This is an optimization exercise on Yosys and OpenROAD, whose aim is small area, a short achievable clock period and few clock cycles, not a production implementation. In this exercise RTL edits were held to simulation tests only and were not proved equivalent to the original. No activity file was given, so power comes from the tool's default toggle rates.

lagoon:
==> flow/design.v <==
module ks_level #(parameter D = 1) (g, p, go, po);
input  [31:0] g, p;
output [31:0] go, po;
assign go = g | (p & {g[31-D:0], {D{1'b0}}});
assign po = p & {p[31-D:0], {D{1'b0}}};
endmodule
module cpu (clk, reset, imem_addr, imem_data, dmem_addr, dmem_wdata, dmem_we, dmem_re, dmem_rdata, wb_en, wb_reg, wb_data);
input clk, reset;
output [31:0] imem_addr;
input  [31:0] imem_data;
output [31:0] dmem_addr, dmem_wdata;
output dmem_we, dmem_re;
input  [31:0] dmem_rdata;
output wb_en;
output [4:0] wb_reg;
output [31:0] wb_data;
reg  [31:2] pc;
wire [31:2] pc_inc = pc + 30'd1;
reg         taken_m;
reg  [31:0] r_m, o_m;
reg  [31:0] ir;        
reg  [31:1] rs_oh, rt_oh;    
function [31:1] onehot(input [4:0] a);
  integer k;
  begin
    for (k = 1; k < 32; k = k + 1) onehot[k] = (a == k);
  end
endfunction
reg  [31:2] btgt;      
assign imem_addr = {pc, 2'b00};
function [16:0] add16c1(input [15:0] a, input [15:0] b);    
  integer l, k;
  reg [16:0] g, p, g2, p2;
  begin
    g = {a & b, 1'b1};
    p = {a ^ b, 1'b0};
    for (l = 1; l < 32; l = l * 2) begin
      g2 = g; p2 = p;
      for (k = l; k < 17; k = k + 1) begin
        g2[k] = g[k] | (p[k] & g[k-l]);
        p2[k] = p[k] & p[k-l];
      end
      g = g2; p = p2;
    end
    add16c1 = {g[16], (a ^ b) ^ g[15:0]};
  end
endfunction
function [13:0] inc14(input [13:0] a);
  integer k;
  begin
    for (k = 0; k < 14; k = k + 1) inc14[k] = a[k] ^ ((a & ((14'd1 << k) - 14'd1)) == ((14'd1 << k) - 14'd1));
  end
endfunction
function [13:0] dec14(input [13:0] a);
  integer k;
  begin
    for (k = 0; k < 14; k = k + 1) dec14[k] = a[k] ^ ((a & ((14'd1 << k) - 14'd1)) == 14'd0);
  end
endfunction
wire [16:0] tlo = add16c1(pc[17:2], imem_data[15:0]);
wire [31:18] thi_inc = inc14(pc[31:18]);
wire [31:18] thi_dec = dec14(pc[31:18]);
wire [31:18] thi = (tlo[16] == imem_data[15]) ? pc[31:18] : tlo[16] ? thi_inc : thi_dec;
always @(posedge clk) begin
  if (reset) pc <= 30'd0;
  else if (taken_m) pc <= o_m[31:2];    
  else pc <= pc_inc;
  ir   <= imem_data;
  rs_oh <= reset ? 31'd0 : onehot(imem_data[25:21]);
  rt_oh <= reset ? 31'd0 : onehot(imem_data[20:16]);
  btgt <= {thi, tlo[15:0]};
end
wire [5:0] op = imem_data[31:26];
wire [5:0] fn = imem_data[5:0];
wire [4:0] rt = imem_data[20:16];
wire [4:0] rd = imem_data[15:11];
wire is_r    = op == 6'd0;
wire is_addi = op == 6'd8;
wire is_andi = op == 6'd12;
wire is_ori  = op == 6'd13;
wire is_lw   = op == 6'd35;
wire is_sw   = op == 6'd43;
wire is_beq  = op == 6'd4;
wire is_bne  = op == 6'd5;
wire f_add = is_r & (fn == 6'd32);
wire f_sub = is_r & (fn == 6'd34);
wire f_and = is_r & (fn == 6'd36);
wire f_or  = is_r & (fn == 6'd37);
wire f_slt = is_r & (fn == 6'd42);
wire f_sll = is_r & (fn == 6'd0);
wire f_srl = is_r & (fn == 6'd2);
reg  [31:0] rf [1:31];
wire [31:0] rfw [0:31];
assign rfw[0] = 32'd0;
genvar g;
generate for (g = 1; g < 32; g = g + 1) begin : rfr
  assign rfw[g] = rf[g];
end endgenerate
function [31:0] rdport(input [31:1] sel, input [1023:0] r);
  integer k;
  begin
    rdport = 32'd0;
    for (k = 1; k < 32; k = k + 1)
      rdport = rdport | (r[k*32 +: 32] & {32{sel[k]}});
  end
endfunction
wire [1023:0] rfall;
generate for (g = 0; g < 32; g = g + 1) begin : rfa
  assign rfall[g*32 +: 32] = rfw[g];
end endgenerate
wire [31:0] rs_val = rdport(rs_oh, rfall);
wire [31:0] rt_val = rdport(rt_oh, rfall);
function [31:0] rev(input [31:0] x);
  integer i;
  begin for (i = 0; i < 32; i = i + 1) rev[i] = x[31-i]; end
endfunction
reg  [31:0] a_x, b_x, sd_x;
reg  [4:0]  sh_x;
reg  [4:0]  dst_x;
reg         we_x, re_x, st_x, br_x, bne_x;
reg         sub_x, s_arith_x, s_and_x, s_or_x, s_slt_x, s_sll_x, s_srl_x;
wire imm_sel = is_addi | is_andi | is_ori | is_lw | is_sw;
wire sub     = f_sub | f_slt | is_beq | is_bne;
reg  [4:0]  dst_d;
reg         imm_sel_d, sub_d, br_d, bne_d, we_d, re_d, st_d;
reg         s_arith_d, s_and_d, s_or_d, s_slt_d, s_sll_d, s_srl_d;
always @(posedge clk) begin
  dst_d     <= is_r ? rd : rt;
  imm_sel_d <= imm_sel;
  sub_d     <= sub;
  br_d      <= ~reset & (is_beq | is_bne);
  bne_d     <= is_bne;
  we_d      <= ~reset & (is_r | is_addi | is_andi | is_ori | is_lw);
  re_d      <= ~reset & is_lw;
  st_d      <= ~reset & is_sw;
  s_arith_d <= f_add | f_sub | is_addi | is_lw | is_sw;
  s_and_d   <= f_and | is_andi;
  s_or_d    <= f_or | is_ori;
  s_slt_d   <= f_slt;
  s_sll_d   <= f_sll;
  s_srl_d   <= f_srl;
end
always @(posedge clk) begin
  a_x   <= rs_val;
  b_x   <= imm_sel_d ? {{16{ir[15]}}, ir[15:0]} : rt_val ^ {32{sub_d}};
  sd_x  <= br_d ? {btgt, 2'b00} : s_sll_d ? rev(rt_val) : rt_val;
  sh_x  <= ir[10:6];
  dst_x <= dst_d;
  we_x  <= ~reset & we_d;
  re_x  <= ~reset & re_d;
  st_x  <= ~reset & st_d;
  br_x  <= ~reset & br_d;
  bne_x <= bne_d;
  sub_x     <= sub_d;
  s_arith_x <= s_arith_d;
  s_and_x   <= s_and_d;
  s_or_x    <= s_or_d;
  s_slt_x   <= s_slt_d;
  s_sll_x   <= s_sll_d;
  s_srl_x   <= s_srl_d;
end
wire [31:0] bx  = b_x;
wire [31:0] g0 = a_x & bx;
wire [31:0] p0 = a_x ^ bx;
wire [31:0] kg [0:5];
wire [31:0] kp [0:5];
assign kg[0] = {g0[30:0], sub_x};
assign kp[0] = {p0[30:0], 1'b0};
ks_level #(.D(1))  ks0 (kg[0], kp[0], kg[1], kp[1]);
ks_level #(.D(2))  ks1 (kg[1], kp[1], kg[2], kp[2]);
ks_level #(.D(4))  ks2 (kg[2], kp[2], kg[3], kp[3]);
ks_level #(.D(8))  ks3 (kg[3], kp[3], kg[4], kp[4]);
ks_level #(.D(16)) ks4 (kg[4], kp[4], kg[5], kp[5]);
wire [31:0] sum = p0 ^ kg[5];
wire [4:0]  sh  = sh_x;
wire [31:0] shr  = sd_x >> sh;
wire [31:0] oth = ({32{s_and_x}} & (a_x & b_x))
                | ({32{s_or_x}}  & (a_x | b_x))
                | ({32{s_sll_x}} & rev(shr))
                | ({32{s_srl_x}} & shr);
wire        br_eq = &(a_x ^ b_x);
reg  [4:0]  dst_m;
reg         we_m, re_m, st_m, ar_m, lt_m, eq_m;
always @(posedge clk) begin
  r_m   <= sum[31:0];
  o_m   <= (st_x | br_x) ? sd_x : oth;
  taken_m <= ~reset & br_x & (br_eq ^ bne_x);
  lt_m  <= s_slt_x & ~a_x[31] & ~b_x[31];
  eq_m  <= s_slt_x & (a_x[31] ^ b_x[31]);
  ar_m  <= s_arith_x;
  dst_m <= dst_x;
  we_m  <= ~reset & we_x;
  re_m  <= ~reset & re_x;
  st_m  <= ~reset & st_x;
end
assign dmem_addr  = r_m;
assign dmem_wdata = o_m;
assign dmem_we    = st_m;
assign dmem_re    = re_m;
wire [31:0] d_m = re_m ? dmem_rdata : ar_m ? r_m : {o_m[31:1], o_m[0] | lt_m | (eq_m & r_m[31])};
reg  [31:0] d_w, wbd_w;
reg  [4:0]  dst_w;
reg         we_w;
always @(posedge clk) begin
  wbd_w <= d_m;
  d_w   <= d_m & {32{we_m}};
  dst_w <= dst_m;
  we_w  <= ~reset & we_m;
end
always @(posedge clk)
  if (we_w && dst_w != 5'd0) rf[dst_w] <= d_w;
assign wb_en   = we_w;
assign wb_reg  = dst_w;
assign wb_data = wbd_w;
endmodule
export LEC_CHECK = 0
export CAP_MARGIN = 20
export CORE_MARGIN = 2
export CORE_UTILIZATION = 40
export CTS_CLUSTER_DIAMETER = 60
export CTS_CLUSTER_SIZE = 25
export SETUP_SLACK_MARGIN = 3.6
export SLEW_MARGIN = 20
export SYNTH_HIERARCHICAL = 1
create_clock -name core_clock -period 6.0 [get_ports {clk}]
standard.sh (not shown) runs the stock make flow with config.mk's settings and CLKGATE_MAP_FILE= SYNTH_SCRIPT=/design/flow/synth_recipe.tcl, a recipe that flattens the netlist after the stock synthesis.
==> flow/flow/run.sh <==
#!/bin/bash
# The standard flow with two changes, passed to its make as variables:
# - the port buffers are plain buffers (buf_4) instead of the delay cell the
#   standard flow picks, so that sizing can treat them like other buffers;
# - clock tree synthesis runs without dummy loads.
# The make output goes to a log of its own in this folder.
set -euo pipefail
bash standard.sh \
  "BUFFER_PORTS_ARGS=-buffer_cell sky130_fd_sc_hd__buf_4" \
  "CTS_ARGS=-sink_clustering_enable -repair_clock_nets -sink_clustering_size 25 -sink_clustering_max_diameter 60 -dont_use_dummy_load" \
  finish > std_finish.log 2>&1
test -f out/final.def
lagoon: done, clean on timing, DRC and antenna
Testbench counts of lagoon, summed over its fixed seeds: cycles 12,905.
Relative to lagoon, the following input files were edited for maple:
-- flow/design.v --
<<< lagoon, line 67
  else pc <= pc_inc;
  ir   <= imem_data;
  rs_oh <= reset ? 31'd0 : onehot(imem_data[25:21]);
  rt_oh <= reset ? 31'd0 : onehot(imem_data[20:16]);
  btgt <= {thi, tlo[15:0]};
end
>>> maple, line 67
  else pc <= pc_inc;
  ir   <= imem_data;
  rs_oh <= onehot(imem_data[25:21]);
  rt_oh <= onehot(imem_data[20:16]);
  btgt <= {thi, tlo[15:0]};
end
<<< lagoon, line 181
wire        br_eq = &(a_x ^ b_x);
reg  [4:0]  dst_m;
reg         we_m, re_m, st_m, ar_m, lt_m, eq_m;
always @(posedge clk) begin
  r_m   <= sum[31:0];
>>> maple, line 181
wire        br_eq = &(a_x ^ b_x);
reg  [4:0]  dst_m;
reg         we_m, re_m, st_m, ar_m, lt_m, eq_m, ld_m;
always @(posedge clk) begin
  r_m   <= sum[31:0];
<<< lagoon, line 192
  we_m  <= ~reset & we_x;
  re_m  <= ~reset & re_x;
  st_m  <= ~reset & st_x;
end
>>> maple, line 192
  we_m  <= ~reset & we_x;
  re_m  <= ~reset & re_x;
  ld_m  <= re_x & (dst_x != 5'd0);
  st_m  <= ~reset & st_x;
end
<<< lagoon, line 198
assign dmem_we    = st_m;
assign dmem_re    = re_m;
wire [31:0] d_m = re_m ? dmem_rdata : ar_m ? r_m : {o_m[31:1], o_m[0] | lt_m | (eq_m & r_m[31])};
reg  [31:0] d_w, wbd_w;
reg  [4:0]  dst_w;
>>> maple, line 199
assign dmem_we    = st_m;
assign dmem_re    = re_m;
wire [31:0] d_m = ld_m ? dmem_rdata : ar_m ? r_m : {o_m[31:1], o_m[0] | lt_m | (eq_m & r_m[31])};
reg  [31:0] d_w, wbd_w;
reg  [4:0]  dst_w;
Results
Measured against each other, lagoon and maple differ in sum of routed wire length over all layers, the higher figure coming from maple. Across both runs, final non-filler cell total was higher for maple than for lagoon. maple vs lagoon — share of layout cells above drive strength 1 rose 1.3 points. Power attributed to sequential cells of lagoon is on par with maple. maple ends up with a post-route clock period utilization that is 0.20 points higher than in lagoon. In maple the post-CTS setup buffer count turned out 17% higher than in lagoon. Compared to lagoon, maple has clock buffer count from CTS about 0.9% lower. Compared with lagoon, maple ends up with a larger final cell area. Relative to lagoon, worst setup slack decreased by 0.012 ns in maple.
Testbench counts of maple, summed over its fixed seeds: cycles 12,905.

== v6 ==
Another version of the RTL of cpu (not shown whole).
Size: ~4500 cells after synthesis, about 200 I/O pins, about 0.059 mm2 of cells after synthesis.
clock: 6.0 ns
lec_check: 0
cap_margin: 20
core_margin: 2
core_utilization: 40
cts_cluster_diameter: 60
cts_cluster_size: 25
setup_slack_margin: 3.6
slew_margin: 20
synth_hierarchical: 1
Scripts as last shown in full above: flow/flow/run.sh
Testbench counts of v6, summed over its fixed seeds: cycles 12,905.
#### Input delta (v7 over v6)
--- a/flow/design.v
+++ b/flow/design.v
@@ -1,13 +1,21 @@
-module ks_level #(parameter D = 1) (g, p, go, po);
+module sk_level #(parameter L = 0) (g, p, go, po);
 input  [31:0] g, p;
 output [31:0] go, po;
-assign go = g | (p & {g[31-D:0], {D{1'b0}}});
-assign po = p & {p[31-D:0], {D{1'b0}}};
+genvar i;
+generate for (i = 0; i < 32; i = i + 1) begin : b
+  if ((i >> L) & 1) begin : c
+    assign go[i] = g[i] | (p[i] & g[((i >> L) << L) - 1]);
+    assign po[i] = p[i] & p[((i >> L) << L) - 1];
+  end else begin : n
+    assign go[i] = g[i];
+    assign po[i] = p[i];
+  end
+end endgenerate
 endmodule
 module cpu (clk, reset, imem_addr, imem_data, dmem_addr, dmem_wdata, dmem_we, dmem_re, dmem_rdata, wb_en, wb_reg, wb_data);
 input clk, reset;
 output [31:0] imem_addr;
 input  [31:0] imem_data;
 output [31:0] dmem_addr, dmem_wdata;
 output dmem_we, dmem_re;
 input  [31:0] dmem_rdata;
@@ -161,21 +169,21 @@
 end
 wire [31:0] bx  = b_x;
 wire [31:0] g0 = a_x & bx;
 wire [31:0] p0 = a_x ^ bx;
 wire [31:0] kg [0:5];
 wire [31:0] kp [0:5];
 assign kg[0] = {g0[30:0], sub_x};
 assign kp[0] = {p0[30:0], 1'b0};
-ks_level #(.D(1))  ks0 (kg[0], kp[0], kg[1], kp[1]);
-ks_level #(.D(2))  ks1 (kg[1], kp[1], kg[2], kp[2]);
-ks_level #(.D(4))  ks2 (kg[2], kp[2], kg[3], kp[3]);
-ks_level #(.D(8))  ks3 (kg[3], kp[3], kg[4], kp[4]);
-ks_level #(.D(16)) ks4 (kg[4], kp[4], kg[5], kp[5]);
+sk_level #(.L(0)) sk0 (kg[0], kp[0], kg[1], kp[1]);
+sk_level #(.L(1)) sk1 (kg[1], kp[1], kg[2], kp[2]);
+sk_level #(.L(2)) sk2 (kg[2], kp[2], kg[3], kp[3]);
+sk_level #(.L(3)) sk3 (kg[3], kp[3], kg[4], kp[4]);
+sk_level #(.L(4)) sk4 (kg[4], kp[4], kg[5], kp[5]);
 wire [31:0] sum = p0 ^ kg[5];
 wire [4:0]  sh  = sh_x;
 wire [31:0] shr  = sd_x >> sh;
 wire [31:0] oth = ({32{s_and_x}} & (a_x & b_x))
                 | ({32{s_or_x}}  & (a_x | b_x))
                 | ({32{s_sll_x}} & rev(shr))
                 | ({32{s_srl_x}} & shr);
 wire        br_eq = &(a_x ^ b_x);
- v6 completed end to end with timing, DRC and antenna clean.
- v7 finished every stage and its layout cleared the timing, design-rule and antenna checks.
- On v7: design area is 0.61% lower than what v6 gave.
- v6 -> v7: starting utilization of the core area flat
- Compared to v6, v7 has number of buffer and inverter stages on the critical path 1 higher.
- v7: global-route wire length before repair about 1.1% below v6
- For area of the die, v6 and v7 come out practically identical.
- Looking at fraction of power consumed by the clock network, v7 sits 0.3 points above v6.
- There was hardly any difference in routed via count between v7 and v6.
- Worst setup path endpoint: rf[16][24] -> v7, wb_reg[2] -> v6
- v7 vs. v6: actual transition at the worst max-transition pin has decreased; non-clock buffer count has increased; synthesis-to-finish area growth has decreased; final worst setup slack has increased.
Testbench counts of v7, summed over its fixed seeds: cycles 12,905.

==> what the ideal ports hide <==
How much do the figures lean on ideal ports? The routed layouts below were timed once more, with nothing changed but the port constraints. Step 1 (the two cells are an assumption about what drives the block):
set clk [get_ports {clk}]
set_driving_cell -lib_cell sky130_fd_sc_hd__clkbuf_16 $clk
set_driving_cell -lib_cell sky130_fd_sc_hd__buf_2 [delete_from_list [all_inputs] $clk]
Step 2 moves the port delays by t, midway between the first and last clock arrival at a register: inputs arrive t later, outputs are due t later. That takes back most of the time a late clock gives input paths. Slacks: ideal ports / drivers / drivers and shift; pairs: ideal ports / drivers.
run | t, ns | setup slack, ns | worst setup path after step 2 | worst data-port slew with drivers (ns)
lagoon | 0.814 | 3.487 / 3.404 / 2.786 | input to register | 0.06
maple | 0.809 | 3.475 / 3.433 / 2.700 | input to register | 0.07
v6 | 0.833 | 3.471 / 3.382 / 2.764 | input to register | 0.07
v7 | 0.804 | 3.520 / 3.459 / 2.860 | input to register | 0.06
After both steps every run listed still meets setup and hold. For maple, which loses most, drivers alone change the setup slack by -0.042 ns; drivers and shift together by -0.775 ns.
